What follows belongs to an exercise in optimizing a design on an open flow for small area and a short achievable clock period; a production flow would make more cautious choices.
No functional check of the RTL was part of any run shown here.
No activity file was given, so power comes from the tool's default toggle rates.

==> flow/design.v, too long to show whole: its modules and the start of the top module <==
// module float_copro_dp: 1521 lines
// module float_copro: 34 lines
module float_copro
   (
    input  logic        clk,
    input  logic        copro_valid,
    input  logic        copro_accept,
    input  logic [10:0] copro_opcode,
    input  logic [31:0] copro_op0,
    input  logic [31:0] copro_op1,
    output logic        copro_complete,
    output logic [31:0] copro_result
    );
  // ...
==> flow/flow/run.sh <==
#!/bin/bash
set -euo pipefail
MARGIN=${MARGIN:-9.5}
for step in synth floorplan place cts route finish; do
  bash standard.sh SETUP_SLACK_MARGIN=$MARGIN $step > log_$step.txt 2>&1
done
==> flow/standard.sh <==
#!/bin/bash
# synth_recipe.tcl (not shown) runs the flow's synth.tcl, then flattens the netlist and writes it again
# the make line also repeats each setting of config.mk as NAME=value (left out here)
make -C /OpenROAD-flow-scripts/flow DESIGN_CONFIG=/design/flow/config.mk WORK_HOME=/design/flow/orfs CLKGATE_MAP_FILE= SYNTH_SCRIPT=/design/flow/synth_recipe.tcl "${@:-finish}"
==> flow/config.mk <==
export PLATFORM = sky130hd
export DESIGN_NAME = float_copro
export DESIGN_NICKNAME = float_copro
export VERILOG_FILES = /design/flow/design.v
export SDC_FILE = /design/flow/constraint.sdc
export NUM_CORES = 4
export LEC_CHECK = 0
export CAP_MARGIN = 20
export CORE_MARGIN = 2
export CORE_UTILIZATION = 40
export SLEW_MARGIN = 20
==> flow/constraint.sdc <==
create_clock -name core_clock -period 14.0 [get_ports {clk}]
set_input_delay 2.8000 -clock core_clock [delete_from_list [all_inputs] [get_ports {clk}]]
set_output_delay 2.8000 -clock core_clock [all_outputs]
set_load 0.01 [all_outputs]
==> results.txt, run 1 <==
- R2R Path End: lo_r[31]$_DFF_P_
- Sequential share of the synthesized area: 13.7%
- Initial antenna violation count: 0
- YS warnings: 1
- FFs & Latches: 103
- Diode count: 0
- # hold bufs at CTS: 0
- Logic inverters: 236
- Final ANT Viol Nets: 0
- Grt met3 use: 5.55%
- Vias in the first global route: 13300
- Largest class: multi-input combinational cells
- Worst R2R Start: a_r[11]$_DFF_P_
- GRT met2 Usage: 42.1%
- Commonest non-fill, non-tap cells in the layout: 283 x xnor2_1, 235 x a22oi_1, 221 x inv_1, 180 x fa_1, 107 x buf_4
- Crit path launch: a_r[11]$_DFF_P_
- Seq power: 0.433 mW
- Largest family of logic cells by synthesized area: adder cells
- Status: finished clean
- Crit path depth: 20
- Top sig layer: met4
- Seq cells post-synth: 103
- RSZ-0062 raised after global routing: true
- Nonclk buf count: 245
- Clock transition at path regs: 0.07 ns
- Hold Vio Cnt, Final: 0
- Worst Hold End: cnt[1]$_SDFFE_PP0P_
- Wire length on met2: 22.9 mm
- Clock latency on the worst-skew pair: 0.38 ns
- Max Cap Viol: 0
- Placed inst area: 16600 um^2
- Clk_buf instances: 12
- Finished Cell Area: 18800 um^2
==> module float_copro, before the edit <==
module float_copro
   (
    input  logic        clk,
    input  logic        copro_valid,
    input  logic        copro_accept,
    input  logic [10:0] copro_opcode,
    input  logic [31:0] copro_op0,
    input  logic [31:0] copro_op1,
    output logic        copro_complete,
    output logic [31:0] copro_result
    );
   logic [31:0] a_r, b_r;
   logic        mul_r, as_r, sub_r;    
   logic [3:0]  cnt;           
   logic [31:0] lo_d, lo_r;
   float_copro_dp datapath (
      .a(a_r), .b(b_r), .mul(mul_r), .addsub(as_r), .sub(sub_r),
      .lo(lo_d), .hi_s(), .hi_c()
   );
   always_ff @(posedge clk) begin
      a_r   <= copro_op0;
      b_r   <= copro_op1;
      mul_r <= copro_opcode[1:0] == 2'd2;
      as_r  <= !copro_opcode[1];
      sub_r <= copro_opcode[1:0] == 2'd1;
      lo_r  <= lo_d;
      if (!copro_valid || copro_accept)
         cnt <= 4'd0;
      else if (cnt != 4'd15)
         cnt <= cnt + 4'd1;
   end
   assign copro_complete = mul_r ? cnt >= 4'd2 : as_r ? cnt >= 4'd3 : cnt >= 4'd11;
   assign copro_result = lo_r;
endmodule
==> inputs of run 2 (changes only) <==
--- a/flow/design.v
+++ b/flow/design.v
@@ -1,18 +1,18 @@
 module float_copro_dp (
    input  logic [31:0] a,
    input  logic [31:0] b,
    input  logic        mul,     
    input  logic        addsub,      
    input  logic        sub,     
-   output logic [31:0] lo,
+   output logic [15:0] lo,
    output logic        lo_cy,
-   output logic [0:0] hi_s,
-   output logic [0:0] hi_c
+   output logic [15:0] hi_s,
+   output logic [15:0] hi_c
    );
    wire [15:0] one, two, neg;
    wire [31:0] c = a & {32{addsub}};
    genvar k;
    generate
       for (k = 0; k < 16; k = k + 1) begin : enc
          wire x2 = a[2*k+1];
          wire x1 = a[2*k];
@@ -1510,46 +1510,52 @@
    assign fc207 = (fs149 & fc177) | (fs149 & fs178) | (fc177 & fs178);
    assign fs208 = fs151 ^ fc178 ^ fs179;
    assign fc208 = (fs151 & fc178) | (fs151 & fs179) | (fc178 & fs179);
    assign fs209 = fs153 ^ fc179 ^ fs180;
    assign fc209 = (fs153 & fc179) | (fs153 & fs180) | (fc179 & fs180);
    assign fs210 = fs155 ^ fc180 ^ fs181;
    wire [31:0] rs = {fc209, fc208, fc207, fc206, fc205, fc204, fc203, fc202, fc201, fc200, fc199, fc198, fc197, fc196, fc195, fc194, fc193, fc192, fc191, fc190, fc189, fc188, fc187, fc186, fc185, fc184, fc183, hc30, hs30, hc29, hc28, pp0_0};
    wire [31:0] rc = {fs210, fs209, fs208, fs207, fs206, fs205, fs204, fs203, fs202, fs201, fs200, fs199, fs198, fs197, fs196, fs195, fs194, fs193, fs192, fs191, fs190, fs189, fs188, fs187, fs186, fs185, fs184, fs183, fc182, fs182, hs29, hs28};
-   assign {lo_cy, lo} = {1'b0, rs[31:0]} + {1'b0, rc[31:0]};
-   assign hi_s = 1'b0;
-   assign hi_c = 1'b0;
+   assign {lo_cy, lo} = {1'b0, rs[15:0]} + {1'b0, rc[15:0]};
+   assign hi_s = rs[31:16];
+   assign hi_c = rc[31:16];
 endmodule
 module float_copro
    (
     input  logic        clk,
     input  logic        copro_valid,
     input  logic        copro_accept,
     input  logic [10:0] copro_opcode,
     input  logic [31:0] copro_op0,
     input  logic [31:0] copro_op1,
     output logic        copro_complete,
     output logic [31:0] copro_result
     );
    logic [31:0] a_r, b_r;
    logic        mul_r, as_r, sub_r;    
    logic [3:0]  cnt;           
-   logic [31:0] lo_d, lo_r;
+   logic [15:0] lo_d, lo_r;
+   logic        cy_d, cy_r;
+   logic [15:0] hs_d, hc_d, hs_r, hc_r;
    float_copro_dp datapath (
       .a(a_r), .b(b_r), .mul(mul_r), .addsub(as_r), .sub(sub_r),
-      .lo(lo_d), .hi_s(), .hi_c()
+      .lo(lo_d), .lo_cy(cy_d), .hi_s(hs_d), .hi_c(hc_d)
    );
    always_ff @(posedge clk) begin
       a_r   <= copro_op0;
       b_r   <= copro_op1;
       mul_r <= copro_opcode[1:0] == 2'd2;
       as_r  <= !copro_opcode[1];
       sub_r <= copro_opcode[1:0] == 2'd1;
       lo_r  <= lo_d;
+      cy_r  <= cy_d;
+      hs_r  <= hs_d;
+      hc_r  <= hc_d;
       if (!copro_valid || copro_accept)
          cnt <= 4'd0;
       else if (cnt != 4'd15)
          cnt <= cnt + 4'd1;
    end
    assign copro_complete = mul_r ? cnt >= 4'd2 : as_r ? cnt >= 4'd3 : cnt >= 4'd11;
-   assign copro_result = lo_r;
+   wire [16:0] hi = {hs_r, 1'b1} + {hc_r, cy_r};
+   assign copro_result = {hi[16:1], lo_r};
 endmodule
==> flow/flow/run.sh (replaced) <==
#!/bin/bash
set -euo pipefail
MARGIN=${MARGIN:-9.5}
R=orfs/results/$FLOW_PLATFORM/float_copro/base
bash standard.sh synth > log_synth.txt 2>&1
python3 flow/fixinv.py $R/1_2_yosys.v $R/1_2_yosys_fixinv.v > log_fixinv.txt 2>&1
cp $R/1_2_yosys.v $R/1_2_yosys_orig.v
cp $R/1_2_yosys_fixinv.v $R/1_2_yosys.v
rm -f $R/1_synth.odb $R/1_synth.sdc
bash standard.sh synth > log_synth_odb.txt 2>&1
for step in floorplan place cts route finish; do
  bash standard.sh SETUP_SLACK_MARGIN=$MARGIN $step > log_$step.txt 2>&1
done
==> flow/flow/fixinv.py (new file) <==
#!/usr/bin/env python3
"""Remove inverters around full adders in a Yosys-written gate netlist.

A full adder is self-dual: FA(~a, ~b, ~c) = (~cout, ~sum).  Yosys's extract_fa
leaves many inverters between adder cells.  This script chooses a polarity for
every full-adder cell (all its pins inverted or not) and for every xor2/xnor2
cell (an xor2 is an xnor2 with its output inverted), so that as few signals as
possible are needed in both polarities, and rebuilds the netlist with one
inverter for each signal that is.  Usage: fixinv.py IN.v OUT.v"""
import re, sys, random, math

LIB = "sky130_fd_sc_hd__"
OUTPINS = {"X", "Y", "Q", "Q_N", "COUT", "SUM", "HI", "LO"}

src = open(sys.argv[1]).read()
m = re.search(r"^\s*" + LIB, src, re.M)
head, body = src[:m.start()], src[m.start():]
end = body.rindex("endmodule")
tail, body = body[end:], body[:end]

inst_re = re.compile(r"\s*(" + LIB + r"\w+)\s+(\S+)\s*\((.*?)\);\s*", re.S)
pin_re = re.compile(r"\.(\w+)\(\s*(.*?)\s*\)\s*(?:,|$)", re.S)
cells, order = {}, []
pos = 0
while pos < len(body):
    mm = inst_re.match(body, pos)
    if not mm:
        if body[pos:].strip():
            sys.exit("unparsed netlist text: " + body[pos:pos + 200])
        break
    typ, name, pins = mm.groups()
    cells[name] = [typ, {p: n.strip() for p, n in pin_re.findall(pins.strip())}]
    order.append(name)
    pos = mm.end()

ports = set()
for mo in re.finditer(r"^\s*(?:output|input)\s+(\[\d+:\d+\]\s*)?(\S+)\s*;", head, re.M):
    rng, nm = mo.groups()
    if rng:
        a, b = map(int, re.findall(r"\d+", rng))
        ports.update(f"{nm}[{i}]" for i in range(min(a, b), max(a, b) + 1))
    ports.add(nm)

def kind(c):
    t = cells[c][0][len(LIB):]
    if t.startswith("inv_") or t.startswith("clkinv_"):
        return "inv"
    if t.startswith("fa_"):
        return "fa"
    if t.startswith("xor2_") or t.startswith("xnor2_"):
        return "x2"
    return "other"

drv, lds = {}, {}
for c, (t, pm) in cells.items():
    for p, n in pm.items():
        (drv.__setitem__(n, (c, p)) if p in OUTPINS else lds.setdefault(n, []).append((c, p)))

# root of every net through inverter chains
def root(n):
    par = 0
    seen = 0
    while n in drv and kind(drv[n][0]) == "inv" and seen < 50:
        n = cells[drv[n][0]][1]["A"]
        par ^= 1
        seen += 1
    return n, par

invs = [c for c in cells if kind(c) == "inv"]
roots = {}   # root net -> {"loads": [(cell, pin, par)], "names": {par: name}}
def R(r):
    return roots.setdefault(r, {"loads": [], "names": {0: r}})
for n in set(list(drv) + list(lds)):
    if n in drv and kind(drv[n][0]) == "inv":
        r, par = root(n)
        R(r)["names"].setdefault(par, n)
for c in cells:
    if kind(c) == "inv":
        continue
    for p, n in cells[c][1].items():
        if p in OUTPINS:
            continue
        r, par = root(n)
        R(r)["loads"].append((c, p, par))
for r, d in roots.items():
    for par, name in list(d["names"].items()):
        pass
port_need = {}
for pn in ports:
    if pn in drv or pn in lds:
        r, par = root(pn)
        if r in roots or pn in drv:
            R(r)
            if roots[r]["names"].get(par) not in (None, pn):
                # two names of the same phase, one a port: keep as is by making the
                # port a separate load that needs that phase
                pass
            roots[r]["names"][par] = pn
            port_need.setdefault(r, set()).add(par)

flip = {c: 0 for c in cells if kind(c) in ("fa", "x2")}
def drvflip(r):
    d = drv.get(r)
    if d is None:
        return 0
    c = d[0]
    return flip.get(c, 0)

def loadflip(c):
    return flip.get(c, 0) if kind(c) == "fa" else 0

def cost_root(r):
    d = roots[r]
    s = drvflip(r)
    need = set()
    for c, p, par in d["loads"]:
        need.add(par ^ loadflip(c) ^ s)
    for par in port_need.get(r, ()):
        need.add(par ^ s)
    return 1 if len(need) > 1 or (need == {1}) else 0
# note: need == {1} alone means every load wants the other phase: 1 inverter

cell_roots = {}
for r, d in roots.items():
    if r in drv:
        cell_roots.setdefault(drv[r][0], set()).add(r)
    for c, p, par in d["loads"]:
        cell_roots.setdefault(c, set()).add(r)

def total():
    return sum(cost_root(r) for r in roots)

start_inv = len(invs)
best = total()
cur = best
bestflip = dict(flip)
vars_ = list(flip)
random.seed(1)
T = 1.0
N = 60000
for it in range(N):
    T = 1.0 * (1 - it / N) + 0.02
    c = random.choice(vars_)
    rs = cell_roots.get(c, ())
    before = sum(cost_root(r) for r in rs)
    flip[c] ^= 1
    after = sum(cost_root(r) for r in rs)
    dlt = after - before
    if dlt <= 0 or random.random() < math.exp(-dlt / T):
        cur += dlt
        if cur < best:
            best = cur
            bestflip = dict(flip)
    else:
        flip[c] ^= 1
flip = bestflip

# rebuild
for c in invs:
    del cells[c]
newid = [0]
new_wires = []
def fresh(base):
    newid[0] += 1
    n = f"_fixinv_{newid[0]}_"
    new_wires.append(n)
    return n
ninv = 0
for r, d in roots.items():
    s = drvflip(r)
    names = dict(d["names"])
    if r in drv:
        # driver output now carries phase s
        pass
    need = {}
    for c, p, par in d["loads"]:
        ph = par ^ loadflip(c)
        need.setdefault(ph, []).append((c, p))
    for par in port_need.get(r, ()):
        need.setdefault(par, [])
    if not need:
        continue
    # the driven net: name of phase s
    if s not in names:
        names[s] = fresh(r)
    if r in drv:
        c, p = drv[r]
        cells[c][1][p] = names[s]
    for ph, lst in need.items():
        if ph not in names:
            names[ph] = fresh(r)
        for c, p in lst:
            cells[c][1][p] = names[ph]
        if ph != s:
            newid[0] += 1
            nm = f"_fixinv_i{newid[0]}_"
            cells[nm] = [LIB + "inv_1", {"A": names[s], "Y": names[ph]}]
            order.append(nm)
            ninv += 1
for c in cells:
    if kind(c) == "fa" and flip[c]:
        pass  # pins already rewired by phase; the cell itself is unchanged

for c in list(cells):
    if kind(c) == "x2" and flip[c]:
        t = cells[c][0]
        pm = cells[c][1]
        if "xnor2_" in t:
            cells[c][0] = t.replace("xnor2_", "xor2_")
            pm["X"] = pm.pop("Y")
        else:
            cells[c][0] = t.replace("xor2_", "xnor2_")
            pm["Y"] = pm.pop("X")
out = [head]
for w in new_wires:
    out.append(f"  wire {w};\n")
for c in order:
    if c in cells:
        t, pm = cells[c]
        out.append(f"  {t} {c} (\n" + ",\n".join(f"    .{p}({n}{' ' if n.startswith(chr(92)) else ''})" for p, n in pm.items()) + "\n  );\n")
out.append(tail)
open(sys.argv[2], "w").write("".join(out))
print(f"fixinv: inverters {start_inv} -> {ninv} (model {best}); flipped {sum(flip.values())} cells",
      file=sys.stderr)
==> results.txt, run 2 <==
- CTS tree: yes
- IO Port Bufs: 101
- Max VDD drop: 0.0740 mV
- Syn_nets: 1786
- Post-Place Setup Slack: 7.84 ns
- Highest clock rate: 181 MHz
- Clock transition at path regs: 0.06 ns (about the same)
- Root Buffer: clkbuf_16
- Worst Setup Start Kind: flip-flop
- Final setup vio count: 0
- Switch share: 41.6%
- Detailed-route wire length: 49.1 mm
- DR vias: 12000
- Pwr/cell area: 158 nW/um^2
- Router iterations before antenna repair: 6
- I/O pin total: 111
- Slew Limit Fails: 0
- Final Cycle Share: 39.5%
- WS Path Type: flip-flop to output pin
- Fillers: 3149
- Non-Filler Instances: 2041
- Combinational share of power: 66.8%
- Sw power: 1.21 mW
- Initial Util: 40.7%
- Drt drc: 0
- Final ANT Viol Nets: 0 (unchanged)
- Largest net degree at the start of global routing: 33
- First-pass GRT wire length: 73.7 mm
- Worst EP required: 11.20 ns
- Clock Skew: 0.00642 ns
- Tightest Pin Transition: 0.905 ns
- Global route overflow: 0
- Max Cap Viol: 0 (unchanged)
- Hold Vio Cnt, Final: 0 (unchanged)
- Most common library cell in the layout ignoring fill and taps: a22oi_1
- Synthesized area: 14500 um^2
- Row cnt: 69
- Vias in the first global route: 12300 (-7.6%)
- Status: finished clean
- Clock Path Buffers: 2
- Biggest regs: a_r (32), b_r (32)
- Final worst slack: 8.47 ns
- # hold bufs at CTS: 0 (unchanged)
- Die Y: 194 um
- RePlAce Congestion: 0.893
- Die ar.: 37800 um^2
- Max_slew headroom: 39.6%
- Share of power burned in registers: 17.1%
- Hpwl dp: 31.3 mm
- Tmin final: 5.53 ns
- Total GRT Usage: 25.6%
- Cells after synthesis: 1432
- Cts bufs inserted: 17
- Via density: 5.89
- Multi-input logic area: 12100 um^2
- Setup crit end kind: output pin
- Worst Hold Class: flip-flop to flip-flop
- Diode count: 0 (unchanged)
- RSZ-0062 raised after global routing: true
- Initial DRC count: 1212
- TritonCTS sink count: 120
- YS warnings: 1 (unchanged)
- Final setup TNS: 0 ns
- Area grow syn2layout: 26.4%
- Power share of the clock group: 16.1%
- Routed WL per cell: 24.1 um
- Nets: 1921
- Initial antenna violation count: 0 (unchanged)
- Leakage power: 7.25 nW
- Commonest non-fill, non-tap cells in the layout: 231 x a22oi_1, 167 x xnor2_1, 166 x fa_1, 140 x xor2_1, 101 x buf_4
- Placeable Area: 35700 um^2
- Critical path peak fanout: 4
- CP arrival: 2.73 ns
- Mean Syn Cell Area: 10.1 um^2
- Register area: 2450 um^2
- # H-tree levels: 4
- Design internal power: 1.69 mW
- Die W: 194 um
- Clock latency on the worst-skew pair: 0.43 ns (+0.05 ns)
- Layout cell share with drive strength beyond 1: 23.2%
- Placed Cells: 1898
## run 2: cell type report
class | instances | share of cell area [%]
clock buffer | 20 | 2.38
clock inverter | 12 | 0.907
inverter | 52 | 1.23
multi-input combinational | 1132 | 65.8
sequential | 120 | 13.4
tap | 461 | 3.14
timing repair buffer | 244 | 13.1
## run 2: worst paths after layout
path	from	end	slack [ns]	cells after the start
worst max-delay path	hs_r[0]$_DFF_P_	copro_result[31]	8.47	13
worst min-delay path	cnt[1]$_SDFFE_PP0P_	cnt[1]$_SDFFE_PP0P_	0.56	2
worst max register to register	a_r[21]$_DFF_P_	hc_r[15]$_DFF_P_	9.14	17
worst min register to register	cnt[1]$_SDFFE_PP0P_	cnt[1]$_SDFFE_PP0P_	0.56	2
## run 2: power by group through the flow
stage	Sequential (mW)	Combinational (mW)	Clock [mW]
2_1_floorplan	0.493	1.21	0
5_1_grt	0.504	2.15	0.486
6_report	0.495	1.94	0.466
4_1_cts	0.493	1.86	0.473
3_5_place_dp	0.500	1.79	0
3_3_place_gp	0.499	1.75	0
## run 2: repair_timing
action | in CTS | in global routing
cloned | 10 | 1
gates resized for setup | 188 | 108
pin swaps | 56 | 74
endpoints found under the setup margin | 58 | 45
setup buffers | 76 | 24
## run 2: stage by stage
stage               util, %  total power [mW]  area (um^2)  hold slack (ns)
floorplan                 -              1.70        14800            0.503
global placement       44.8              2.25        16000            0.530
detailed placement     44.8              2.29        16000            0.542
CTS                    49.7              2.82        17700            0.541
global route           51.5              3.14        18300            0.579
finish                 51.5              2.90        18300            0.556
## run 2: critical path, cell delays in order (launching register included)
cell      delay [ns]
dfxtp_4         0.36
buf_6           0.11
fa_2            0.35
inv_2           0.07
nor2b_2         0.04
o21ai_2         0.15
a21oi_2         0.09
o21ai_2         0.16
a21oi_4         0.10
and3b_2         0.24
buf_6           0.12
o2111a_1        0.23
a211oi_2        0.13
buf_2           0.16
## run 2: metal layers
metal,routed length (um),track usage (%),vias to the layer above
li1,-,-,5218
met1,20000,34.4,5940
met2,22200,40.0,713
met3,4760,5.01,147
met4,2210,11.3,0
met5,0,0,-

-- re-timing with driven ports --
No port has a modelled driver above. Below, the same layouts with a new extraction and two added sets of constraints.
Step 1 (the two cells are an assumption about what drives the block):
set clk [get_ports {clk}]
set_driving_cell -lib_cell sky130_fd_sc_hd__clkbuf_16 $clk
set_driving_cell -lib_cell sky130_fd_sc_hd__buf_2 [delete_from_list [all_inputs] $clk]
Step 2 adds t to the input delays and takes it off the output delays; t is the mean of the earliest and latest rising clock arrival at the registers after step 1. Input paths then give back, and output paths get back, about the clock's delay inside the block.
Three values: ideal, step 1, step 2; two values: the first two.
| run | t (ns) | setup WS [ns] | cell pins on the clock port's net |
|---|---|---|---|
| run 1 | 0.434 | 8.010 / 8.010 / 8.010 | 1 |
| run 2 | 0.480 | 8.470 / 8.418 / 8.899 | 1 |
After both steps setup and hold are still met in every run listed.
